What follows belongs to an exercise in optimizing a design on an open flow for small area; a production flow would make more cautious choices. Function was checked by simulation only, so behaviour that the tests miss may differ from the original. No activity file was given, so power comes from the tool's default toggle rates.

File: flow/run.sh
#!/bin/bash
# synth_recipe.tcl (not shown) runs the flow's synth.tcl, then flattens the netlist and writes it again
# the make line also repeats each setting of config.mk as NAME=value (left out here)
make -C /OpenROAD-flow-scripts/flow DESIGN_CONFIG=/design/flow/config.mk WORK_HOME=/design/flow/orfs CLKGATE_MAP_FILE= SYNTH_SCRIPT=/design/flow/synth_recipe.tcl finish
File: flow/config.mk
export PLATFORM = sky130hd
export DESIGN_NAME = sdram_pro_top
export DESIGN_NICKNAME = sdram_pro_top
export VERILOG_FILES = /design/flow/design.v
export SDC_FILE = /design/flow/constraint.sdc
export NUM_CORES = 4
export LEC_CHECK = 0
export CAP_MARGIN = 20
export CORE_MARGIN = 2
export CORE_UTILIZATION = 40
export SLEW_MARGIN = 20
File: flow/constraint.sdc
create_clock -name core_clock -period 10.0 [get_ports {sys_clk}]
set_input_delay 2.0000 -clock core_clock [delete_from_list [all_inputs] [get_ports {sys_clk}]]
set_output_delay 2.0000 -clock core_clock [all_outputs]
set_load 0.01 [all_outputs]
File: flow/design.v
module sdram_pro_sync_fifo #(
		parameter DEPTH = 16,
		parameter AW    = 4
)(
		input				clk		,
		input				aclr	,	 
		input		[15:0]	data	,
		input				wrreq	,
		input				rdreq	,
		output	reg	[15:0]	q		,
		output				empty	,
		output				full	,
		output		[9:0]	usedw
);
	reg [15:0]  mem [0:DEPTH-1];
	reg [AW-1:0] wr_ptr;
	reg [AW-1:0] rd_ptr;
	reg [AW:0]   count;
	wire do_wr = wrreq && !full;
	wire do_rd = rdreq && !empty;
	assign empty = (count == 0);
	assign full  = (count == DEPTH);
	assign usedw = count;
	always @(posedge clk) begin
		if(do_wr)
			mem[wr_ptr] <= data;
	end
	always @(posedge clk or posedge aclr) begin
		if(aclr) begin
			wr_ptr <= 'd0;
			rd_ptr <= 'd0;
			count  <= 'd0;
			q      <= 16'd0;
		end
		else begin
			if(do_wr)
				wr_ptr <= wr_ptr + 1'b1;
			if(do_rd) begin
				rd_ptr <= rd_ptr + 1'b1;
				q      <= mem[rd_ptr];
			end
			if(do_wr && !do_rd)
				count <= count + 1'b1;
			else if(do_rd && !do_wr)
				count <= count - 1'b1;
		end
	end
endmodule
module sdram_pro_arbit(
		input					sys_clk					,
		input					sys_rst_n				,
		input   wire    [3:0]   init_cmd    			,   
		input   wire            init_end    			,   
		input   wire    [1:0]   init_bank				,    
		input   wire    [11:0]  init_addr   			,   
		input   wire            atref_req				,   
		input   wire            atref_end				,   
		input   wire    [3:0]   atref_cmd				,   
		input   wire    [1:0]   atref_bank				,    
		input   wire    [11:0]  atref_addr				,   
		input   wire            wr_req     				,   
		input   wire    [1:0]   wr_bank					,    
		input   wire            wr_end     				,   
		input   wire    [3:0]   wr_cmd     				,   
		input   wire    [11:0]  wr_addr    				,   
		input   wire            rd_req      			,   
		input   wire            rd_end      			,   
		input   wire    [3:0]   rd_cmd      			,   
		input   wire    [11:0]  rd_addr     			,   
		input   wire    [1:0]   rd_bank					,    
		output  reg             atref_en    			,   
		output  reg             wr_en       			,   
		output  reg             rd_en       			,   
		output  wire            sdram_cke   			,    
		output	reg		[2:0]	cur_state				,
		output	reg		[2:0]	next_state
);
	parameter INIT 			= 'd0;
	parameter ARBIT 		= 'd1;
	parameter AUTO_REFRESH 	= 'd2;
	parameter WRITE 		= 'd3;
	parameter READ 			= 'd4;
	assign sdram_cke = 1'b1;
	always @(posedge sys_clk or negedge sys_rst_n) begin
		if(!sys_rst_n) begin
			cur_state <= INIT;
		end
		else begin
			cur_state <= next_state;
		end
	end
	always @(*) begin
		case(cur_state)
			INIT :begin
				if(init_end) begin
					next_state = ARBIT;
				end
				else begin
					next_state = INIT;
				end
			end
			ARBIT : begin  
				if((atref_req && wr_end) || (atref_req && rd_end) || (atref_req && !wr_req && !rd_req)) begin  
					next_state = AUTO_REFRESH;
				end
				else if(wr_req && !atref_req) begin
					next_state = WRITE;
				end
				else if(rd_req && !atref_req) begin
					next_state = READ;
				end
				else begin
					next_state = ARBIT;
				end
			end
			AUTO_REFRESH : begin
				if(atref_end) begin
					next_state = ARBIT;
				end
				else begin
					next_state = AUTO_REFRESH;
				end
			end
			WRITE : begin
				if(wr_end) begin
					next_state = ARBIT;
				end
				else begin
					next_state = WRITE;
				end
			end
			READ : begin
				if(rd_end) begin
					next_state = ARBIT;
				end
				else begin
					next_state = READ;
				end
			end
			default : begin
				next_state = ARBIT;
			end
		endcase
	end
	always @(posedge sys_clk or negedge sys_rst_n) begin
		if(!sys_rst_n) begin
			atref_en   <= 1'b0;
			wr_en      <= 1'b0;
			rd_en      <= 1'b0;
		end
		else begin
			case(cur_state)
				INIT : begin
					atref_en <= 1'b0;
					wr_en    <= 1'b0;
					rd_en    <= 1'b0;
				end
				ARBIT : begin
					atref_en <= 1'b0;
					wr_en    <= 1'b0;
					rd_en    <= 1'b0;
				end
				AUTO_REFRESH : begin
					atref_en <= 1'b1;
					wr_en    <= 1'b0;
					rd_en    <= 1'b0;
				end
				WRITE : begin
					atref_en <= 1'b0;
					wr_en    <= 1'b1;
					rd_en    <= 1'b0;
				end
				READ : begin
					atref_en <= 1'b0;
					wr_en    <= 1'b0;
					rd_en    <= 1'b1;
				end
				default : begin
					atref_en <= 1'b0;
					wr_en    <= 1'b0;
					rd_en    <= 1'b0;
				end
			endcase
		end
	end
endmodule
module sdram_pro_autorefresh(
		input					sys_clk					,
		input					sys_rst_n				,
		input					init_end				,   
		output	reg	[ 3:0]		atref_cmd				,
		output	reg	[ 1:0]		atref_bank				,
		output	reg [11:0]		atref_addr				,
		output	reg				atref_end				,
		input					atref_en				,
		output	reg				atref_req
);
	parameter ATREF_IDLE		= 3'd0;
	parameter ATREF_PRECHARGE	= 3'd1;
	parameter ATREF_ATREF 		= 3'd2;
	parameter ATREF_END 		= 3'd3;
	parameter CNT_15US			= 750;
	parameter CNT_TRP			= 2;  
	parameter CNT_TRC			= 4;  
	reg [2:0] cur_state, next_state;
	reg [9:0] cnt_15us;
	wire flag_cnt_15us;
	reg [1:0] cnt_trp;
	wire flag_trp;
	reg [1:0] cnt_trc;
	wire flag_trc;
	assign flag_cnt_15us = (cnt_15us == CNT_15US - 1'b1) ? 1'b1 : 1'b0;
	assign flag_trp = (cnt_trp == CNT_TRP - 1'b1) ? 1'b1 : 1'b0;
	assign flag_trc = (cnt_trc == CNT_TRC - 1'b1) ? 1'b1 : 1'b0;
	always @(posedge sys_clk or negedge sys_rst_n) begin
		if(!sys_rst_n) begin
			cnt_15us <= 'd0;
		end
		else if(init_end) begin
			if(cnt_15us == CNT_15US - 1'b1) begin
				cnt_15us <= 'd0;
			end
			else begin
				cnt_15us <= cnt_15us + 1'b1;
			end
		end
	end
	always @(posedge sys_clk or negedge sys_rst_n) begin
		if(!sys_rst_n) begin
			cnt_trp <= 'd0;
		end
		else if(cur_state == ATREF_PRECHARGE) begin
			cnt_trp <= cnt_trp + 1'b1;
		end
		else begin
			cnt_trp <= 'd0;
		end
	end
	always @(posedge sys_clk or negedge sys_rst_n) begin
		if(!sys_rst_n) begin
			cnt_trc <= 'd0;
		end
		else if(cur_state == ATREF_END) begin
			cnt_trc <= cnt_trc + 1'b1;
		end
		else begin
			cnt_trc <= 'd0;
		end
	end
	always @(posedge sys_clk or negedge sys_rst_n) begin
		if(!sys_rst_n) begin
			atref_req <= 1'b0;
		end
		else if(flag_cnt_15us) begin  
			atref_req <= 1'b1;
		end
		else if(atref_end) begin  
			atref_req <= 1'b0;
		end
		else begin
			atref_req <= atref_req;
		end
	end
	always @(posedge sys_clk or negedge sys_rst_n) begin
		if(!sys_rst_n) begin
			cur_state <= ATREF_IDLE;
		end
		else begin
			cur_state <= next_state;
		end
	end
	always @(*) begin
		case(cur_state)
			ATREF_IDLE : begin
				if(atref_en) begin   
					next_state = ATREF_PRECHARGE;
				end
				else begin
					next_state = ATREF_IDLE;
				end
			end
			ATREF_PRECHARGE : begin
				if(flag_trp) begin
					next_state = ATREF_ATREF;
				end
				else begin
					next_state = ATREF_PRECHARGE;
				end
			end
			ATREF_ATREF : begin
				next_state = ATREF_END;
			end
			ATREF_END : begin
				if(flag_trc) begin
					next_state = ATREF_IDLE;
				end
				else begin
					next_state = ATREF_END;
				end
			end
			default : begin
				next_state = ATREF_IDLE;
			end
		endcase
	end
	always @(posedge sys_clk or negedge sys_rst_n) begin
		if(!sys_rst_n) begin
			atref_cmd	<= 4'b0111;
			atref_bank	<= 2'b11;
			atref_addr	<= 12'hfff;
			atref_end	<= 1'b0;
		end
		else begin
			case(cur_state)
				ATREF_IDLE : begin
					atref_cmd	<= 4'b0111;
					atref_bank	<= 2'b11;
					atref_addr	<= 12'hfff;
					atref_end	<= 1'b0;
				end
				ATREF_PRECHARGE : begin
					atref_cmd	<= 4'b0010;
					atref_bank	<= 2'b11;
					atref_addr	<= 12'hfff;
					atref_end	<= 1'b0;
				end
				ATREF_ATREF : begin
					atref_cmd	<= 4'b0001;
					atref_bank	<= 2'b11;
					atref_addr	<= 12'hfff;
					atref_end	<= 1'b0;
				end
				ATREF_END : begin
					atref_cmd	<= 4'b0111;
					atref_bank	<= 2'b11;
					atref_addr	<= 12'hfff;
					atref_end	<= 1'b1;
				end
				default : begin
					atref_cmd	<= 4'b0111;
					atref_bank	<= 2'b11;
					atref_addr	<= 12'hfff;
					atref_end	<= 1'b0;
				end
			endcase
		end
	end
endmodule
module sdram_pro_init(
		input					sys_clk					,
		input					sys_rst_n				,
		output	reg	[ 3:0]		init_cmd				,
		output	reg	[11:0]		init_addr				,
		output	reg	[ 1:0]		init_bank				,
		output	reg				init_end
);
	parameter	INIT_IDLE			= 3'd0;
	parameter	INIT_PRECHARGE		= 3'd1;
	parameter	INIT_AT_REFRESH_1	= 3'd2; 
	parameter	INIT_Trc_1			= 3'd3; 
	parameter	INIT_AT_REFRESH_2	= 3'd4; 
	parameter	INIT_Trc_2			= 3'd5;  
	parameter	INIT_MODE_RESGISTER	= 3'd6;
	parameter	INIT_END			= 3'd7;
	parameter	CNT_200US			= 10000;
	parameter	CNT_TRP				= 2;  
	parameter	CNT_TRC				= 4;  
	parameter	CNT_TMRD			= 3;  
	reg [ 2:0] cur_state, next_state;
	reg	[13:0] cnt_wait_200us;
	wire flag_200us;
	reg [1:0] cnt_trp;
	wire flag_trp;
	reg [1:0] cnt_trc;
	wire flag_trc;
	reg [1:0] cnt_mrd;
	wire flag_mrd;
	assign flag_200us = (cnt_wait_200us == CNT_200US - 1'b1) ? 1'b1 : 1'b0;
	assign flag_trp = (cnt_trp == CNT_TRP - 1'b1) ? 1'b1 : 1'b0;
	assign flag_trc = (cnt_trc == CNT_TRC - 1'b1) ? 1'b1 : 1'b0;
	assign flag_mrd = (cnt_mrd == CNT_TMRD - 1'b1) ? 1'b1 : 1'b0;
	always @(posedge sys_clk or negedge sys_rst_n) begin
		if(!sys_rst_n) begin
			cnt_wait_200us <= 'd0;
		end
		else if(cur_state == INIT_IDLE) begin
			if(cnt_wait_200us == CNT_200US - 1'b1) begin
				cnt_wait_200us <= CNT_200US;
			end
			else begin
				cnt_wait_200us <= cnt_wait_200us + 1'b1;
			end
		end
		else begin
			cnt_wait_200us <= 'd0;
		end
	end
	always @(posedge sys_clk or negedge sys_rst_n) begin
		if(!sys_rst_n) begin
			cnt_trp <= 'd0;
		end
		else if(cur_state == INIT_PRECHARGE) begin
			cnt_trp <= cnt_trp + 1'b1;
		end
		else begin
			cnt_trp <= 'd0;
		end
	end
	always @(posedge sys_clk or negedge sys_rst_n) begin
		if(!sys_rst_n) begin
			cnt_trc <= 'd0;
		end
		else if(cur_state == INIT_Trc_1 || cur_state == INIT_Trc_2) begin
			cnt_trc <= cnt_trc + 1'b1;
		end
		else begin
			cnt_trc <= 'd0;
		end
	end
	always @(posedge sys_clk or negedge sys_rst_n) begin
		if(!sys_rst_n) begin
			cnt_mrd <= 'd0;
		end
		else if(cur_state == INIT_MODE_RESGISTER) begin
			cnt_mrd <= cnt_mrd + 1'b1;
		end
		else begin
			cnt_mrd <= 'd0;
		end
	end
	always @(posedge sys_clk or negedge sys_rst_n) begin
		if(!sys_rst_n) begin
			cur_state <= INIT_IDLE;
		end
		else begin
			cur_state <= next_state;
		end
	end
	always @(*) begin
		case(cur_state)
			INIT_IDLE : begin
				if(flag_200us) begin
					next_state = INIT_PRECHARGE;
				end
				else begin
					next_state = INIT_IDLE;
				end
			end
			INIT_PRECHARGE : begin
				if(flag_trp) begin  
					next_state = INIT_AT_REFRESH_1;
				end
				else begin
					next_state = INIT_PRECHARGE;
				end
			end
			INIT_AT_REFRESH_1 : begin
				next_state = INIT_Trc_1;
			end
			INIT_Trc_1 : begin
				if(flag_trc) begin  
					next_state = INIT_AT_REFRESH_2;
				end
				else begin
					next_state = INIT_Trc_1;
				end
			end
			INIT_AT_REFRESH_2 : begin
				next_state = INIT_Trc_2;
			end
			INIT_Trc_2 : begin
				if(flag_trc) begin  
					next_state = INIT_MODE_RESGISTER;
				end
				else begin
					next_state = INIT_Trc_2;
				end
			end
			INIT_MODE_RESGISTER : begin
					next_state = INIT_END;
			end
			INIT_END : begin
				next_state = INIT_END;
			end
			default : begin
				next_state = INIT_IDLE;
			end
		endcase
	end
	always @(posedge sys_clk or negedge sys_rst_n) begin
		if(!sys_rst_n) begin
			init_cmd  <= 4'b0111;
			init_addr <= 12'hfff;
			init_bank <= 2'b11;
			init_end  <= 1'b0;
		end
		else begin
			case(cur_state)
				INIT_IDLE : begin
					init_cmd  <= 4'b0111;
					init_addr <= 12'hfff;
					init_bank <= 2'b11;
					init_end  <= 1'b0;
				end
				INIT_PRECHARGE : begin
					init_cmd  <= 4'b0010;
					init_addr <= 12'hfff;  
					init_bank <= 2'b11;
				end
				INIT_AT_REFRESH_1 : begin
					init_cmd  <= 4'b0001;
					init_addr <= 12'hfff;
					init_bank <= 2'b11;
				end
				INIT_Trc_1 : begin
					init_cmd  <= 4'b0111;
					init_addr <= 12'hfff;
					init_bank <= 2'b11;
				end
				INIT_AT_REFRESH_2 : begin
					init_cmd  <= 4'b0001;
					init_addr <= 12'hfff;
					init_bank <= 2'b11;
				end
				INIT_Trc_2 : begin
					init_cmd  <= 4'b0111;
					init_addr <= 12'hfff;
					init_bank <= 2'b11;
				end
				INIT_MODE_RESGISTER : begin
					init_cmd  <= 4'b0000;
					init_addr <= 12'b00_0_00_011_0_111;  
					init_bank <= 2'b00;
				end
				INIT_END : begin
					init_cmd  <= 4'b0111;
					init_addr <= 12'hfff;
					init_bank <= 2'b11;
					init_end  <= 1'b1;
				end
				default : begin
					init_cmd  <= 4'b0111;
					init_addr <= 12'hfff;
					init_bank <= 2'b11;
					init_end  <= 1'b0;
				end
			endcase
		end
	end
endmodule
module sdram_pro_write(
		input					sys_clk						,
		input					sys_rst_n					,
		input		[9:0]		wr_burst_len				, 
		input		[15:0]		wr_data						,  
		input		[22:0]		wr_addr						,  
		input					init_end					, 
		output	reg	[3:0]		wr_sdram_cmd				,
		output	reg	[11:0]		wr_sdram_addr				,
		output	reg	[1:0]		wr_sdram_bank				,
		output	reg				wr_end						,
		output					wr_ack						,  
		output		[15:0]		wr_sdram_data				,  
		output	reg				wr_sdram_en					,  
		input					wr_en						  
);
	parameter WR_IDLE 			= 'd0;
	parameter WR_ACTIVE 		= 'd1;
	parameter WR_TRCD 			= 'd2;
	parameter WR_WRITE_BEGIN 	= 'd3; 
	parameter WR_WRITE_DATA 	= 'd4; 
	parameter WR_TERMINATE 		= 'd5; 
	parameter WR_PRECHARGE 		= 'd6; 
	parameter WR_TRP 			= 'd7; 
	parameter WR_END 			= 'd8; 
	parameter	CNT_TRP			= 2;  
	parameter	CNT_TRC			= 4;  
	reg [3:0] cur_state, next_state;
	reg [1:0] cnt_trp;
	wire flag_trp;
	reg [1:0] cnt_trc;
	wire flag_trc;
	reg [9:0] cnt_burst;
	wire flag_burst_end;
	wire flag_ack;
	assign wr_ack = (cnt_burst <= wr_burst_len - 'd2) &&
						(cur_state == WR_WRITE_DATA || cur_state == WR_WRITE_BEGIN)
						? 1'b1 : 1'b0;
	assign wr_sdram_data = flag_ack ? wr_data : 'd999;
	always @(posedge sys_clk or negedge sys_rst_n) begin
		if(!sys_rst_n) begin
			wr_sdram_en <= 1'b0;
		end
		else begin
			wr_sdram_en <= wr_ack;
		end
	end
	assign flag_trc = (cnt_trc == CNT_TRC - 1'b1) ? 1'b1 : 1'b0;
	assign flag_trp = (cnt_trp == CNT_TRP - 1'b1) ? 1'b1 : 1'b0;
	assign flag_burst_end = (cnt_burst == wr_burst_len - 'd1) ? 1'b1 : 1'b0;
	assign flag_ack = (cnt_burst <= wr_burst_len - 'd1) &&
						(cur_state == WR_WRITE_DATA || cur_state == WR_WRITE_BEGIN)
						? 1'b1 : 1'b0;
	always @(posedge sys_clk or negedge sys_rst_n) begin
		if(!sys_rst_n) begin
			cnt_trc <= 'd0;
		end
		else if(cur_state == WR_TRCD) begin
			cnt_trc <= cnt_trc + 1'b1;
		end
		else begin
			cnt_trc <= 'd0;
		end
	end
	always @(posedge sys_clk or negedge sys_rst_n) begin
		if(!sys_rst_n) begin
			cnt_trp <= 'd0;
		end
		else if(cur_state == WR_TRP) begin
			cnt_trp <= cnt_trp + 1'b1;
		end
		else begin
			cnt_trp <= 'd0;
		end
	end
	always @(posedge sys_clk or negedge sys_rst_n) begin
		if(!sys_rst_n) begin
			cnt_burst <= 'd0;
		end
		else if(cur_state == WR_WRITE_DATA) begin
			cnt_burst <= cnt_burst + 1'b1;
		end
		else begin
			cnt_burst <= 'd0;
		end
	end
	always @(posedge sys_clk or negedge sys_rst_n) begin
		if(!sys_rst_n) begin
			cur_state <= WR_IDLE;
		end
		else begin
			cur_state <= next_state;
		end
	end
	always @(*) begin
		case(cur_state)
			WR_IDLE : begin
				if(init_end && wr_en) begin	
					next_state = WR_ACTIVE;
				end
				else begin
					next_state = WR_IDLE;
				end
			end
			WR_ACTIVE : begin
				next_state = WR_TRCD;
			end
			WR_TRCD : begin  
				if(flag_trc) begin
					next_state = WR_WRITE_BEGIN;
				end
				else begin
					next_state = WR_TRCD;
				end
			end
			WR_WRITE_BEGIN : begin 
				next_state = WR_WRITE_DATA;
			end
			WR_WRITE_DATA : begin 
				if(flag_burst_end) begin
					next_state = WR_TERMINATE;
				end
				else begin
					next_state = WR_WRITE_DATA;
				end
			end
			WR_TERMINATE : begin
				next_state = WR_PRECHARGE;
			end
			WR_PRECHARGE : begin 
				next_state = WR_TRP;
			end
			WR_TRP : begin
				if(flag_trp) begin
					next_state = WR_END;
				end
				else begin
					next_state = WR_TRP;
				end
			end
			WR_END : begin
				if(wr_en) begin
					next_state = WR_IDLE;
				end
				else begin
					next_state = WR_END;
				end
			end
			default : begin
				next_state = WR_IDLE;
			end
		endcase
	end
	always @(posedge sys_clk or negedge sys_rst_n) begin
		if(!sys_rst_n) begin
			wr_sdram_cmd	<= 4'b0111;
			wr_sdram_addr	<= 12'hfff;
			wr_sdram_bank	<= 2'b11;
			wr_end			<= 1'b0;
		end
		else begin
			case(cur_state)
				WR_IDLE : begin
					wr_sdram_cmd	<= 4'b0010;
					wr_sdram_addr	<= 12'hfff;
					wr_sdram_bank	<= 2'b11;
					wr_end			<= 1'b0;
				end
				WR_ACTIVE : begin
					wr_sdram_cmd	<= 4'b0011;
					wr_sdram_addr	<= wr_addr[20:9];
					wr_sdram_bank	<= wr_addr[22:21];
					wr_end			<= 1'b0;
				end
				WR_TRCD : begin
					wr_sdram_cmd	<= 4'b0111;
					wr_sdram_addr	<= 12'hfff;
					wr_sdram_bank	<= 2'b11;
					wr_end			<= 1'b0;
				end
				WR_WRITE_BEGIN : begin
					wr_sdram_cmd	<= 4'b0100;
					wr_sdram_addr	<= {3'd0, wr_addr[8:0]};
					wr_sdram_bank	<= wr_addr[22:21];
					wr_end			<= 1'b0;
				end
				WR_WRITE_DATA : begin
					if(cnt_burst == wr_burst_len - 'd1) begin
						wr_sdram_cmd	<= 4'b0110;
						wr_sdram_addr	<= 12'hfff;
						wr_sdram_bank	<= 2'b11;
						wr_end			<= 1'b0;
					end
					else begin
						wr_sdram_cmd	<= 4'b0111;
						wr_sdram_addr	<= 12'hfff;
						wr_sdram_bank	<= 2'b11;
						wr_end			<= 1'b0;
					end
				end
				WR_TERMINATE : begin
					wr_sdram_cmd	<= 4'b0110;
					wr_sdram_addr	<= 12'hfff;
					wr_sdram_bank	<= 2'b11;
					wr_end			<= 1'b0;
				end
				WR_PRECHARGE : begin
					wr_sdram_cmd	<= 4'b0010;
					wr_sdram_addr	<= 12'hfff;
					wr_sdram_bank	<= wr_addr[22:21];
					wr_end			<= 1'b0;
				end
				WR_TRP : begin
					wr_sdram_cmd	<= 4'b0111;
					wr_sdram_addr	<= 12'hfff;
					wr_sdram_bank	<= 2'b11;
					wr_end			<= 1'b1;   
				end
				WR_END : begin
					wr_sdram_cmd	<= 4'b0111;
					wr_sdram_addr	<= 12'hfff;
					wr_sdram_bank	<= 2'b11;
					wr_end			<= 1'b1;
				end
				default : begin
					wr_sdram_cmd	<= 4'b0111;
					wr_sdram_addr	<= 12'hfff;
					wr_sdram_bank	<= 2'b11;
					wr_end			<= 1'b0;
				end
			endcase
		end
	end
endmodule
module sdram_pro_read(
		input					sys_clk					,
		input					sys_rst_n				,
		input					init_end				,  
		input		[22:0]		rd_addr					,  
		input		[9:0]		rd_burst_len			,
		input		[15:0]		rd_sdram_data			,  
		output	reg				rd_data_valid			, 
		output					rd_ack					, 
		output	reg				rd_end					,
		output	reg	[15:0]		rd_data_out				,
		output	reg	[3:0]		rd_sdram_cmd			,
		output	reg	[11:0]		rd_sdram_addr			,
		output	reg	[1:0]		rd_sdram_bank			,
		input					rd_en
);
	parameter RD_IDLE 			= 'd0;
	parameter RD_ACTIVE 		= 'd1;
	parameter RD_TRCD 			= 'd2;
	parameter RD_READ_CMD 		= 'd3;
	parameter RD_CAS_LATENCY 	= 'd4;
	parameter RD_READ_DATA 		= 'd5;
	parameter RD_TERMINATE 		= 'd6;
	parameter RD_PRECHARGE 		= 'd7;
	parameter RD_TRP 			= 'd8;
	parameter RD_END 			= 'd9;
	parameter RD_PLUS			= 'd10;  
	reg [3:0] cur_state, next_state;
	parameter	CNT_TRP			= 2;  
	parameter	CNT_TRC			= 4;  
	parameter	CNT_CAS_LATENCY	= 3;  
	reg [1:0] cnt_trp;
	wire flag_trp;
	reg [1:0] cnt_trc;
	wire flag_trc;
	reg [1:0] cnt_cas_latency;
	wire flag_cas_latency;
	reg [9:0] cnt_burst;
	wire flag_burst_end;
	reg [9:0] cnt_plus;
	wire flag_plus_end;
	assign flag_trc = (cnt_trc == CNT_TRC - 1'b1) ? 1'b1 : 1'b0;
	assign flag_trp = (cnt_trp == CNT_TRP - 1'b1) ? 1'b1 : 1'b0;
	assign flag_cas_latency = (cnt_cas_latency == CNT_CAS_LATENCY - 1'b1) ? 1'b1 : 1'b0;
	assign flag_burst_end = (cnt_burst == rd_burst_len - 'd4) ? 1'b1 : 1'b0;
	assign flag_plus_end = (cnt_plus == rd_burst_len - 1'b1) ? 1'b1 : 1'b0;
	assign rd_ack = rd_data_valid;
	always @(posedge sys_clk or negedge sys_rst_n) begin
		if(!sys_rst_n) begin
			cnt_trc <= 'd0;
		end
		else if(cur_state == RD_TRCD) begin
			cnt_trc <= cnt_trc + 1'b1;
		end
		else begin
			cnt_trc <= 'd0;
		end
	end
	always @(posedge sys_clk or negedge sys_rst_n) begin
		if(!sys_rst_n) begin
			cnt_trp <= 'd0;
		end
		else if(cur_state == RD_TRP) begin
			cnt_trp <= cnt_trp + 1'b1;
		end
		else begin
			cnt_trp <= 'd0;
		end
	end
	always @(posedge sys_clk or negedge sys_rst_n) begin
		if(!sys_rst_n) begin
			cnt_cas_latency <= 'd0;
		end
		else if(cur_state == RD_CAS_LATENCY) begin
			cnt_cas_latency <= cnt_cas_latency + 1'b1;
		end
		else begin
			cnt_cas_latency <= 'd0;
		end
	end
	always @(posedge sys_clk or negedge sys_rst_n) begin
		if(!sys_rst_n) begin
			cnt_burst <= 'd0;
		end
		else if(cur_state == RD_READ_DATA) begin
			cnt_burst <= cnt_burst + 1'b1;
		end
		else begin
			cnt_burst <= 'd0;
		end
	end
	always @(posedge sys_clk or negedge sys_rst_n) begin
		if(!sys_rst_n) begin
			cnt_plus <= 'd0;
		end
		else if(cur_state == RD_READ_DATA || cur_state == RD_PLUS) begin
			cnt_plus <= cnt_plus + 1'b1;
		end
		else begin
			cnt_plus <= 'd0;
		end
	end
	always @(posedge sys_clk or negedge sys_rst_n) begin
		if(!sys_rst_n) begin
			cur_state <= RD_IDLE;
		end
		else begin
			cur_state <= next_state;
		end
	end
	always @(*) begin
		case(cur_state)
			RD_IDLE : begin
				if(rd_en) begin
					next_state = RD_ACTIVE;
				end
				else begin
					next_state = RD_IDLE;
				end
			end
			RD_ACTIVE : begin
				next_state = RD_TRCD;
			end
			RD_TRCD : begin
				if(flag_trc) begin
					next_state = RD_READ_CMD;
				end
				else begin
					next_state = RD_TRCD;
				end
			end
			RD_READ_CMD : begin  
				next_state = RD_CAS_LATENCY;
			end
			RD_CAS_LATENCY : begin  
				if(flag_cas_latency) begin
					next_state = RD_READ_DATA;
				end
				else begin
					next_state = RD_CAS_LATENCY;
				end
			end
			RD_READ_DATA : begin
				if(flag_burst_end) begin
					next_state = RD_PLUS;
				end
				else begin
					next_state = RD_READ_DATA;
				end
			end
			RD_PLUS : begin
				if(flag_plus_end) begin
					next_state = RD_TERMINATE;
				end
				else begin
					next_state = RD_PLUS;
				end
			end
			RD_TERMINATE : begin
				next_state = RD_PRECHARGE;
			end
			RD_PRECHARGE : begin
				next_state = RD_TRP;
			end
			RD_TRP : begin
				if(flag_trp) begin
					next_state = RD_END;
				end
				else begin
					next_state = RD_TRP;
				end
			end
			RD_END : begin  
				if(rd_en) begin
					next_state = RD_IDLE;
				end
				else begin
					next_state = RD_END;
				end
			end
			default : begin
				next_state = RD_IDLE;
			end
		endcase
	end
	always @(posedge sys_clk or negedge sys_rst_n) begin
		if(!sys_rst_n) begin
			rd_sdram_cmd  <= 4'b0111;
			rd_sdram_addr <= 12'hfff;
			rd_sdram_bank <= 2'b11;
			rd_end        <= 1'b0;
			rd_data_out   <= 16'd0;
			rd_data_valid <= 1'b0;
		end
		else begin
			case(cur_state)
				RD_IDLE : begin
					rd_sdram_cmd  <= 4'b0111;
					rd_sdram_addr <= 12'hfff;
					rd_sdram_bank <= 2'b11;
					rd_end        <= 1'b0;
				end
				RD_ACTIVE : begin
					rd_sdram_cmd  <= 4'b0011;
					rd_sdram_addr <= rd_addr[20:9];
					rd_sdram_bank <= rd_addr[22:21];
					rd_end        <= 1'b0;
				end
				RD_TRCD : begin
					rd_sdram_cmd  <= 4'b0111;
					rd_sdram_addr <= 12'hfff;
					rd_sdram_bank <= 2'b11;
					rd_end        <= 1'b0;
				end
				RD_READ_CMD : begin
					rd_sdram_cmd  <= 4'b0101;
					rd_sdram_addr <= {3'd0, rd_addr[8:0]};
					rd_sdram_bank <= rd_addr[22:21];
					rd_end        <= 1'b0;
				end
				RD_CAS_LATENCY : begin
					rd_sdram_cmd  <= 4'b0111;
					rd_sdram_addr <= 12'hfff;
					rd_sdram_bank <= 2'b11;
					rd_end        <= 1'b0;
				end
				RD_READ_DATA : begin
					if(cnt_burst == rd_burst_len - 'd4) begin
						rd_sdram_cmd	<= 4'b0110;
						rd_sdram_addr	<= 12'hfff;
						rd_sdram_bank	<= 2'b11;
						rd_end			<= 1'b0;
						rd_data_out     <= rd_sdram_data;
						rd_data_valid   <= 1'b1; 
					end
					else begin
						rd_sdram_cmd	<= 4'b0111;
						rd_sdram_addr   <= 12'hfff;
						rd_sdram_bank   <= 2'b11;
						rd_end          <= 1'b0;
						rd_data_out     <= rd_sdram_data;
						rd_data_valid   <= 1'b1; 
					end
				end
				RD_PLUS : begin
					rd_sdram_cmd  <= 4'b0111;
					rd_sdram_addr <= 12'hfff;
					rd_sdram_bank <= 2'b11;
					rd_end        <= 1'b0;
					rd_data_out   <= rd_sdram_data;
					rd_data_valid <= 1'b1; 
				end
				RD_TERMINATE : begin
					rd_sdram_cmd  <= 4'b0110;
					rd_sdram_addr <= 12'hfff;
					rd_sdram_bank <= 2'b11;
					rd_end        <= 1'b0;
					rd_data_out   <= 16'd0;
					rd_data_valid <= 1'b0; 
				end
				RD_PRECHARGE : begin
					rd_sdram_cmd  <= 4'b0010;
					rd_sdram_addr <= 12'hfff;
					rd_sdram_bank <= rd_addr[22:21];
					rd_end        <= 1'b0;
				end
				RD_TRP : begin
					rd_sdram_cmd  <= 4'b0111;
					rd_sdram_addr <= 12'hfff;
					rd_sdram_bank <= 2'b11;
					rd_end        <= 1'b1;
				end
				RD_END : begin
					rd_sdram_cmd  <= 4'b0111;
					rd_sdram_addr <= 12'hfff;
					rd_sdram_bank <= 2'b11;
					rd_end        <= 1'b1;
				end
				default : begin
					rd_sdram_cmd  <= 4'b0111;
					rd_sdram_addr <= 12'hfff;
					rd_sdram_bank <= 2'b11;
					rd_end        <= 1'b0;
				end
			endcase
		end
	end
endmodule
module sdram_pro_sdram_ctrl(
		input					sys_clk					,
		input					sys_rst_n				,
		output					init_end				,
		input		[15:0]		sdram_data_in			,
		input		[9:0]		WR_BURST_LEN			,
		input					sdram_wr_req			,
		input		[22:0]		sdram_wr_addr			,  
		output  	            sdram_wr_ack    		,  
		input					sdram_rd_req			,
		input		[9:0]		RD_BURST_LEN			,
		input		[22:0]		sdram_rd_addr			,  
		output		[15:0]		sdram_data_out			,
		output  	            sdram_rd_ack    		,  
		output					sdram_cke				,
		output	reg	[3:0]		sdram_cmd				,
		output	reg	[1:0]		sdram_bank				,
		output	reg	[11:0]		sdram_addr				,
		input		[15:0]		sdram_dq_in				,
		output		[15:0]		sdram_dq_out			,
		output					sdram_dq_oe
);
	wire [3:0]  init_cmd;
	wire [11:0] init_addr;
	wire [1:0]  init_bank;
	wire [3:0]  atref_cmd;
	wire [11:0] atref_addr;
	wire [1:0]  atref_bank;
	wire atref_req;
	wire atref_en;
	wire atref_end;
	wire [3:0]  wr_sdram_cmd;
	wire [11:0] wr_sdram_addr;
	wire [1:0]  wr_sdram_bank;
	wire [15:0]  wr_sdram_data;
	wire wr_end;
	wire wr_en;
	wire wr_data_valid;
	wire [3:0]  rd_sdram_cmd;
	wire [11:0] rd_sdram_addr;
	wire [1:0]  rd_sdram_bank;
	wire rd_end;
	wire rd_en;
	wire rd_data_valid;
	wire [2:0] cur_state;
	wire [2:0] next_state;
	assign sdram_dq_out = wr_sdram_data;
	assign sdram_dq_oe  = wr_data_valid;
	always @(*) begin
		if(cur_state == 'd3) begin
			sdram_addr = wr_sdram_addr;
			sdram_bank = wr_sdram_bank;
			sdram_cmd  = wr_sdram_cmd;
		end
		else if(cur_state == 'd4) begin
			sdram_addr = rd_sdram_addr;
			sdram_bank = rd_sdram_bank;
			sdram_cmd  = rd_sdram_cmd;
		end
		else if(cur_state == 'd0) begin
			sdram_addr = init_addr;
			sdram_bank = init_bank;
			sdram_cmd  = init_cmd;
		end
		else if(cur_state == 'd2) begin
			sdram_addr = atref_addr;
			sdram_bank = atref_bank;
			sdram_cmd  = atref_cmd;
		end
		else begin
			sdram_addr = 12'hfff;
			sdram_bank = 2'b11;
			sdram_cmd  = 4'b0111;
		end
	end
	sdram_pro_arbit U_sdram_pro_arbit(
		.sys_clk		(sys_clk		),
		.sys_rst_n		(sys_rst_n		),
		.init_cmd       (init_cmd		),
		.init_end       (init_end		),
		.init_bank      (init_bank		),
		.init_addr 		(init_addr 		),
		.atref_req      (atref_req    	),
		.atref_end      (atref_end    	),
	    .atref_cmd      (atref_cmd    	),
	    .atref_bank     (atref_bank   	),
	    .atref_addr     (atref_addr   	),
	    .wr_req         (sdram_wr_req   ),
	    .wr_bank		(wr_sdram_bank	),
	    .wr_end         (wr_end			),
	    .wr_cmd         (wr_sdram_cmd   ),
	    .wr_addr        (wr_sdram_addr  ),
	    .rd_req         (sdram_rd_req   ),
	    .rd_end         (rd_end       	),
	    .rd_cmd         (rd_sdram_cmd   ),
	    .rd_addr        (rd_sdram_addr  ),
	    .rd_bank		(rd_sdram_bank	),
	    .atref_en       (atref_en     	),
	    .wr_en          (wr_en        	),
	    .rd_en          (rd_en        	),
		.sdram_cke      (sdram_cke    	),
		.cur_state		(cur_state		),
		.next_state		(next_state		)
	);
	sdram_pro_init  U_sdram_pro_init(
		.sys_clk   		(sys_clk    	),
		.sys_rst_n 		(sys_rst_n  	),
		.init_cmd   	(init_cmd   	),
		.init_bank		(init_bank		),
		.init_addr  	(init_addr  	),
		.init_end   	(init_end   	)
	);
	sdram_pro_autorefresh U_sdram_pro_autorefresh(
		.sys_clk		(sys_clk		),
		.sys_rst_n		(sys_rst_n		),
		.init_end		(init_end		),
		.atref_en		(atref_en   	),
		.atref_req		(atref_req		),
		.atref_addr		(atref_addr		),
		.atref_cmd		(atref_cmd		),
		.atref_bank		(atref_bank 	),
		.atref_end		(atref_end  	)
	);
	sdram_pro_write U_sdram_pro_write(
		.sys_clk        (sys_clk		),
		.sys_rst_n      (sys_rst_n      ),
		.init_end       (init_end       ),
		.wr_en          (wr_en          ),
		.wr_addr        (sdram_wr_addr  ),
		.wr_data        (sdram_data_in  ),
		.wr_burst_len   (WR_BURST_LEN   ),
		.wr_ack         (sdram_wr_ack   ),
		.wr_end         (wr_end         ),
		.wr_sdram_cmd	(wr_sdram_cmd	),
		.wr_sdram_bank	(wr_sdram_bank	),
		.wr_sdram_addr	(wr_sdram_addr	),
		.wr_sdram_en    (wr_data_valid  ),
		.wr_sdram_data  (wr_sdram_data  )
	);
	sdram_pro_read  U_sdram_pro_read(
		.sys_clk       	(sys_clk        ),
		.sys_rst_n     	(sys_rst_n      ),
		.init_end       (init_end       ),
		.rd_en          (rd_en          ),
		.rd_addr        (sdram_rd_addr	),
		.rd_sdram_data  (sdram_dq_in    ),
		.rd_burst_len   (WR_BURST_LEN   ),
		.rd_ack         (sdram_rd_ack   ),
		.rd_end         (rd_end         ),
		.rd_sdram_cmd	(rd_sdram_cmd	),
		.rd_sdram_bank	(rd_sdram_bank	),
		.rd_sdram_addr	(rd_sdram_addr	),
		.rd_data_valid	(rd_data_valid	),
		.rd_data_out	(sdram_data_out	)
	);
endmodule
module sdram_pro_fifo_ctrl(
		input					sys_clk					,
		input					sys_rst_n				,
		input	[15:0]			wr_fifo_wr_data			,  
		input					wr_fifo_wr_req			,  
		input	[22:0]			sdram_wr_b_addr			,  
		input	[22:0]			sdram_wr_e_addr			,  
		input	[9:0]			wr_burst_len			, 
		output	[9:0]			wr_fifo_num				,  
		output	[15:0]			rd_fifo_rd_data			,  
		input					rd_fifo_rd_req			,  
		input	[22:0]			sdram_rd_b_addr			,  
		input	[22:0]			sdram_rd_e_addr			,  
		input	[9:0]			rd_burst_len			, 
		output	[9:0]			rd_fifo_num				,  
		input   	            read_valid      		,    
		input   	            init_end        		,    
		output	[15:0]			sdram_in_data			,  
		output	reg				sdram_wr_req			,  
		input					sdram_wr_ack			,  
		output	    [22:0]			sdram_wr_addr			,  
		input	[15:0]			sdram_out_data			,  
		output	reg				sdram_rd_req			,  
		input					sdram_rd_ack			,  
		output	    [22:0]			sdram_rd_addr			   
);
	reg [15:0] reg_rd_fifo_rd_data;
	reg [15:0] reg_sdram_in_data;
	reg [15:0] reg_sdram_out_data;
	reg [22:0] reg_sdram_wr_addr;
	wire	sdram_wr_ack_fall ;   
	wire	sdram_rd_ack_fall ;   
	reg		sdram_wr_ack_d1	;      
	reg		sdram_wr_ack_d2	;      
	reg		sdram_rd_ack_d1	;      
	reg		sdram_rd_ack_d2	;      
	always@(posedge sys_clk or negedge sys_rst_n)begin
		if(!sys_rst_n)begin
			sdram_wr_ack_d1 <=  1'b0;
			sdram_wr_ack_d2 <=  1'b0;
		end
		else begin
			sdram_wr_ack_d1 <=  sdram_wr_ack;
			sdram_wr_ack_d2 <=  sdram_wr_ack_d1;
		end
	end
	always@(posedge sys_clk or negedge sys_rst_n)begin
		if(!sys_rst_n)begin
			sdram_rd_ack_d1 <=  1'b0;
			sdram_rd_ack_d2 <=  1'b0;
		end
		else begin
			sdram_rd_ack_d1 <=  sdram_rd_ack;
			sdram_rd_ack_d2 <=  sdram_rd_ack_d1;
		end
	end
	assign  sdram_wr_ack_fall = (sdram_wr_ack_d2 & ~sdram_wr_ack_d1);
	assign  sdram_rd_ack_fall = (sdram_rd_ack_d2 & ~sdram_rd_ack_d1);
	reg  [22:0] wr_addr_q;
	reg         wr_addr_vld;
	reg  [22:0] rd_addr_q;
	reg         rd_addr_vld;
	assign sdram_wr_addr = wr_addr_vld ? wr_addr_q : sdram_wr_b_addr;
	assign sdram_rd_addr = rd_addr_vld ? rd_addr_q : sdram_rd_b_addr;
	always@(posedge sys_clk or negedge sys_rst_n)begin
		if(!sys_rst_n) begin
			wr_addr_q   <= 23'd0;
			wr_addr_vld <= 1'b0;
		end
		else if(sdram_wr_ack_fall) begin
			wr_addr_vld <= 1'b1;
			if(sdram_wr_addr < (sdram_wr_e_addr - wr_burst_len))
				wr_addr_q <= sdram_wr_addr + wr_burst_len;
			else
				wr_addr_q <= sdram_wr_b_addr;
		end
	end
	always@(posedge sys_clk or negedge sys_rst_n)begin
		if(!sys_rst_n) begin
			rd_addr_q   <= 23'd0;
			rd_addr_vld <= 1'b0;
		end
		else if(sdram_rd_ack_fall) begin
			rd_addr_vld <= 1'b1;
			if(sdram_rd_addr < (sdram_rd_e_addr - rd_burst_len))
				rd_addr_q <= sdram_rd_addr + rd_burst_len;
			else
				rd_addr_q <= sdram_rd_b_addr;
		end
	end
	always@(posedge sys_clk or negedge sys_rst_n)begin
		if(!sys_rst_n)
			begin
				sdram_wr_req <= 1'b0;
				sdram_rd_req <= 1'b0;
			end
		else if(init_end)   							
			begin   									 
				if(wr_fifo_num >= 'd1) begin
					sdram_wr_req <=  1'b1;   			
					sdram_rd_req <=  1'b0;
				end
				else if((rd_fifo_num < rd_burst_len) && (read_valid))begin  
					sdram_wr_req <=  1'b0;
					sdram_rd_req <=  1'b1;   			
				end
				else begin
					sdram_wr_req <=  1'b0;
					sdram_rd_req <= 1'b0;
				end
			end
		else begin
			sdram_wr_req <= 1'b0;
			sdram_rd_req <= 1'b0;
		end
	end
	sdram_pro_sync_fifo #(.DEPTH(16), .AW(4)) write_fifo_inst (
	.clk 				( sys_clk 				),
	.aclr 				( !sys_rst_n 			),
	.data 				( wr_fifo_wr_data 		),
	.wrreq 				( wr_fifo_wr_req 		),
	.rdreq 				( sdram_wr_ack 			),
	.q 					( sdram_in_data 		),
	.empty 				(  						),
	.full 				(  						),
	.usedw 				( wr_fifo_num 			)
	);
	sdram_pro_sync_fifo #(.DEPTH(16), .AW(4)) read_fifo_inst (
	.clk 				( sys_clk 				),
	.aclr 				( !sys_rst_n 			),
	.data 				( sdram_out_data 		),
	.wrreq 				( sdram_rd_ack 			),
	.rdreq 				( rd_fifo_rd_req 		),
	.q 					( rd_fifo_rd_data 		),
	.empty 				(  						),
	.full 				(  						),
	.usedw 				( rd_fifo_num			)
	);
endmodule
`timescale  1ns/1ns
module  sdram_pro_top
(
    input   wire            sys_clk		,    
    input   wire            sys_rst_n		,    
    input   wire            wr_fifo_wr_req  ,    
    input   wire    [15:0]  wr_fifo_wr_data ,    
    input   wire    [22:0]  sdram_wr_b_addr ,    
    input   wire    [22:0]  sdram_wr_e_addr ,    
    input   wire    [9:0]   wr_burst_len    ,    
    output  wire    [9:0]   wr_fifo_num     ,    
    input   wire            rd_fifo_rd_req  ,    
    input   wire    [22:0]  sdram_rd_b_addr ,    
    input   wire    [22:0]  sdram_rd_e_addr ,    
    input   wire    [9:0]   rd_burst_len    ,    
    output  wire    [15:0]  rd_fifo_rd_data ,    
    output  wire    [9:0]   rd_fifo_num     ,    
    input   wire            read_valid      ,    
    output  wire            init_end        ,    
    output  wire            sdram_cke       ,    
    output  wire            sdram_cs_n      ,    
    output  wire            sdram_ras_n     ,    
    output  wire            sdram_cas_n     ,    
    output  wire            sdram_we_n      ,    
    output  wire    [1:0]   sdram_bank		,    
    output  wire    [11:0]  sdram_addr      ,    
    output  wire    [1:0]   sdram_dqm       ,    
    input   wire    [15:0]  sdram_dq_in     ,    
    output  wire    [15:0]  sdram_dq_out    ,    
    output  wire            sdram_dq_oe          
);
wire            sdram_wr_req    ;    
wire            sdram_wr_ack    ;    
wire    [22:0]  sdram_wr_addr   ;    
wire    [15:0]  sdram_data_in   ;    
wire            sdram_rd_req    ;    
wire            sdram_rd_ack    ;    
wire    [22:0]  sdram_rd_addr   ;    
wire    [15:0]  sdram_data_out  ;    
wire 	[3:0]	sdram_cmd		;
assign  sdram_dqm = 2'b00;
assign  {sdram_cs_n, sdram_ras_n, sdram_cas_n, sdram_we_n} = sdram_cmd;
sdram_pro_fifo_ctrl   fifo_ctrl_inst(
    .sys_clk		(sys_clk		),   
    .sys_rst_n	(sys_rst_n	),  
    .wr_fifo_wr_req (wr_fifo_wr_req ),   
    .wr_fifo_wr_data(wr_fifo_wr_data),   
    .sdram_wr_b_addr(sdram_wr_b_addr),   
    .sdram_wr_e_addr(sdram_wr_e_addr),   
    .wr_burst_len   (wr_burst_len   ),   
	.wr_fifo_num	(wr_fifo_num	),	 
    .rd_fifo_rd_req (rd_fifo_rd_req ),   
    .rd_fifo_rd_data(rd_fifo_rd_data),   
    .rd_fifo_num    (rd_fifo_num    ),   
    .sdram_rd_b_addr(sdram_rd_b_addr),   
    .sdram_rd_e_addr(sdram_rd_e_addr),   
    .rd_burst_len   (rd_burst_len   ),   
    .read_valid     (read_valid     ),   
    .init_end       (init_end       ),   
    .sdram_wr_ack   (sdram_wr_ack   ),   
    .sdram_wr_req   (sdram_wr_req   ),   
    .sdram_wr_addr  (sdram_wr_addr  ),   
    .sdram_in_data  (sdram_data_in  ),   
    .sdram_rd_ack   (sdram_rd_ack   ),   
    .sdram_out_data (sdram_data_out ),   
    .sdram_rd_req   (sdram_rd_req   ),   
    .sdram_rd_addr  (sdram_rd_addr  )   
);
sdram_pro_sdram_ctrl  sdram_ctrl_inst(
    .sys_clk		(sys_clk        ),   
    .sys_rst_n	(sys_rst_n	),   
    .sdram_wr_req   (sdram_wr_req   ),    
    .sdram_wr_addr  (sdram_wr_addr  ),    
    .WR_BURST_LEN   (wr_burst_len   ),    
    .sdram_data_in  (sdram_data_in  ),    
    .sdram_wr_ack   (sdram_wr_ack   ),    
    .sdram_rd_req   (sdram_rd_req   ),   
    .sdram_rd_addr  (sdram_rd_addr  ),   
    .RD_BURST_LEN   (rd_burst_len   ),   
    .sdram_data_out (sdram_data_out ),   
    .init_end       (init_end       ),   
    .sdram_rd_ack   (sdram_rd_ack   ),   
    .sdram_cke      (sdram_cke      ),   
	.sdram_cmd		(sdram_cmd		),
    .sdram_bank		(sdram_bank		),   
    .sdram_addr     (sdram_addr     ),   
    .sdram_dq_in    (sdram_dq_in    ),
    .sdram_dq_out   (sdram_dq_out   ),
    .sdram_dq_oe    (sdram_dq_oe    )
);
endmodule
==> run notes <==
==> critical path, stage by stage <==
cell,delay (ns)
clkdlybuf4s50_1,0.60
inv_1,0.36
ha_1,0.26
nor3b_1,0.65
nand4_1,0.20
xnor2_1,0.32
ha_1,0.32
and3_1,0.19
a221oi_1,0.32
buf_4,0.23
nand2_1,0.19
o41ai_1,0.43
clkdlybuf4s50_1,0.63
==> sequential cells by signal, indices dropped and copies added, names as in the netlist, 12 cells and up <==
register	flops
fifo_ctrl_inst.read_fifo_inst.mem	256
fifo_ctrl_inst.write_fifo_inst.mem	256
fifo_ctrl_inst.rd_addr_q	23
fifo_ctrl_inst.wr_addr_q	23
fifo_ctrl_inst.read_fifo_inst.q	16
fifo_ctrl_inst.write_fifo_inst.q	16
sdram_ctrl_inst.U_sdram_pro_read.rd_data_out	16
sdram_ctrl_inst.U_sdram_pro_init.cnt_wait_200us	14
sdram_ctrl_inst.U_sdram_pro_read.rd_sdram_addr	12
sdram_ctrl_inst.U_sdram_pro_write.wr_sdram_addr	12
==> per-stage QoR <==
step | worst slack [ns] | cell area [µm²] | std cells | util (%)
2_1_floorplan | 3.29 | 37900 | 2822 | -
3_3_place_gp | 1.57 | 41400 | 4190 | 44.2
3_5_place_dp | 1.52 | 41400 | 4190 | 44.2
4_1_cts | 1.40 | 44300 | 4348 | 47.3
5_1_grt | 1.02 | 44300 | 4351 | 47.3
6_report | 1.31 | 44300 | 4352 | 47.3
==> power by group <==
group,internal [mW],switching [mW]
Sequential,3.71,0.285
Combinational,1.21,1.40
Clock,1.85,1.34
Total,6.77,3.03
==> cells in the final DEF, fill, tap and decap left out, drive strengths merged, types with 57 or more instances in the layout <==
master         synthesis  routed
nand2                221     221
dfrtp                225     225
nand3                 59      59
nor2                 185     185
edfxtp               512     512
mux2                  63      63
inv                   97     101
clkbuf                92     115
xnor2                 96      96
nor3                  57      57
ha                   151     151
mux4                 160     160
clkdlybuf4s50          0     208
o21ai                125     125
a21oi                109     109
==> worst max path at each step <==
stage,from,to,slack [ns],depth (start not counted)
2_1_floorplan,wr_burst_len[1],sdram_dq_out[10],3.29,10
3_3_place_gp,wr_burst_len[1],sdram_dq_out[15],1.57,13
3_5_place_dp,wr_burst_len[1],sdram_dq_out[4],1.52,13
4_1_cts,wr_burst_len[1],sdram_dq_out[4],1.40,13
5_1_grt,wr_burst_len[1],sdram_dq_out[11],1.02,12
6_report,wr_burst_len[1],sdram_dq_out[13],1.31,13
==> layout make-up <==
type / count / share of cell area [%]
repair buffers: 263 / 5.66
diodes: 3 / 0.0169
inverters: 98 / 0.830
clock buffers: 115 / 5.37
flip-flops and latches: 778 / 49.9
clock inverters: 43 / 1.15
multi-input cells: 1798 / 33.6
well taps: 1254 / 3.54
==> cell families after synthesis <==
logic type | count (synthesis) | share of synthesized area [%]
buffers and inverters | 246 | 2.70
other | 2 | 0.0198
XOR/XNOR | 151 | 3.51
flip-flops | 778 | 58.3
AO/OA/AOI/OAI | 465 | 8.18
AND/OR/NAND/NOR | 748 | 9.57
adder cells (fa/ha/maj) | 156 | 5.25
multiplexers | 264 | 12.5
==> routing by layer <==
| layer | share of wire [%] | track usage, % | up-vias |
|---|---|---|---|
| met5 | 0.071 | 0 | - |
| met4 | 3.0 | 6.40 | 10 |
| met3 | 5.4 | 3.71 | 170 |
| met2 | 48 | 32.6 | 624 |
| met1 | 44 | 26.7 | 12300 |
| li1 | - | - | 11000 |
==> run notes <==
Hold path start: sdram_ctrl_inst.U_sdram_pro_write.cnt_trc[0]
Die height: 312 µm
Root buf cell: clkbuf_16
Avg Synthesized Cell Area: 13.5 µm²
Via count: 24100
Post-synthesis sequential area ratio: 58.3%
Async S/R FF share, synth: 34.2%
Total wire length: 96.9 mm
Reg area: 22100 µm²
Required time of the critical path: 8.00 ns
Vias/cell: 5.55
Synth cell types: 90
First-pass GRT wire length: 149 mm
Endpoints failing setup: 0
Hold crit path type: reg2reg
Final Wtd Congestion: 0.919
Crit. End Element: output pin
Vias in the first global route: 24900
Final hold vios: 0
Clock latency (worst-skew pair): 0.66 ns
Syn Std Cell Area: 37900 µm²
Synthesized flop and latch total: 778
R2R Setup Slk: 5.55 ns
Layout Area Growth over Synthesis: 17.0%
Worst hold slack: 0.432 ns
Critical path fanouts, max: 8
Max Cap Viol: 0
DR iter-0 viols: 1950
Pins Over Slew Limit: 0
Worst Hold Depth: 1
Top post-synthesis cells by area: edfxtp_1, dfrtp_1, mux4_2, ha_1, dfstp_2
CTS HTree Levels: 3
Gates resized, CTS repair: 0
Area of the multi-input gates: 14900 µm²
Worst-Margin Slew: 1.14 ns
R2r worst-path depth: 11
DRC Markers: 0
Cells after Synth: 2810
TritonCTS clock tree: done
Yosys top cell by area: edfxtp_1
Most used DFF post-synth: edfxtp_1
Layout cells sized above 1: 16.4%
Setup Buffers After CTS: 0
Layout fillers: 8227
Pre-Repair DR Iteration Count: 5
FF-to-FF Start: sdram_ctrl_inst.U_sdram_pro_write.cur_state[1]
Die W: 312 µm
Deepest clock path buffer count: 3
Row cnt: 112
Number of clock sinks: 778
CP Launch Type: input port
Most frequent cell after synthesis: edfxtp_1
Starting Density: 40.5%
Worst path arrival time: 6.69 ns
Full die area: 97200 µm²
Fmax: 115 MHz
Largest net degree at the start of global routing: 91
I/O pin count: 224
VDD IR max: 166 µV
Crit path kind: in2out
Rel. slew slack: 24.3%
# hold bufs at CTS: 0
Total design power: 9.80 mW
Ys Warns: 8
Synth top area share: 40.6%
Final Skew: 0.0441 ns
Final worst path period need: 8.69 ns
Outcome: timing/DRC/antenna clean
NumNets Final: 3328
Final period util: 86.9%
Num CTS Buffers: 84
Power density over the cells: 221 nW/µm²
Clk slew on worst S/H paths: 0.06 ns
Antenna-violating nets left: 0
Static Leakage: 16.9 nW
Post-synth top cells: edfxtp_1, dfrtp_1, nand2_1, nor2_1, mux4_2
Unrepaired setup endpoints after global routing: false
Setup TNS: 0 ns
Routed WL per cell: 22.3 µm
Hold EP: sdram_ctrl_inst.U_sdram_pro_write.cnt_trc[0]
Initial antenna violation count: 7
Dpl hpwl: 64.2 mm
Remaining global-route overflow: 0
Critical R2R Capture: fifo_ctrl_inst.write_fifo_inst.count[4]
Port Buffers: 209
Post-synth EDFFs: 512
GRT Total Usage: 19.9%
Core area: 93600 µm²

re-timing with driven ports:
Ports are ideal in the flow. The routed layout listed here was re-timed in OpenROAD. Step 1 (the two cells are an assumption about what drives the block):
set clk [get_ports {sys_clk}]
set_driving_cell -lib_cell sky130_fd_sc_hd__clkbuf_16 $clk
set_driving_cell -lib_cell sky130_fd_sc_hd__buf_2 [delete_from_list [all_inputs] $clk]
Step 2 moves the port delays by t, midway between the first and last clock arrival at a register: inputs arrive t later, outputs are due t later. That takes back most of the time a late clock gives input paths. Slacks: ideal ports / drivers / drivers and shift; pairs: ideal ports / drivers.
t (ns): 0.709
setup WS [ns]: 1.307 / 1.276 / 1.276
worst hold slack (ns): 0.432 / 0.432 / 0.432
worst register clock-pin slew, ns: 0.07 / 0.07
After both steps setup and hold are still met in this run. For this run, drivers alone change the setup slack by -0.031 ns; drivers and shift together by -0.031 ns.
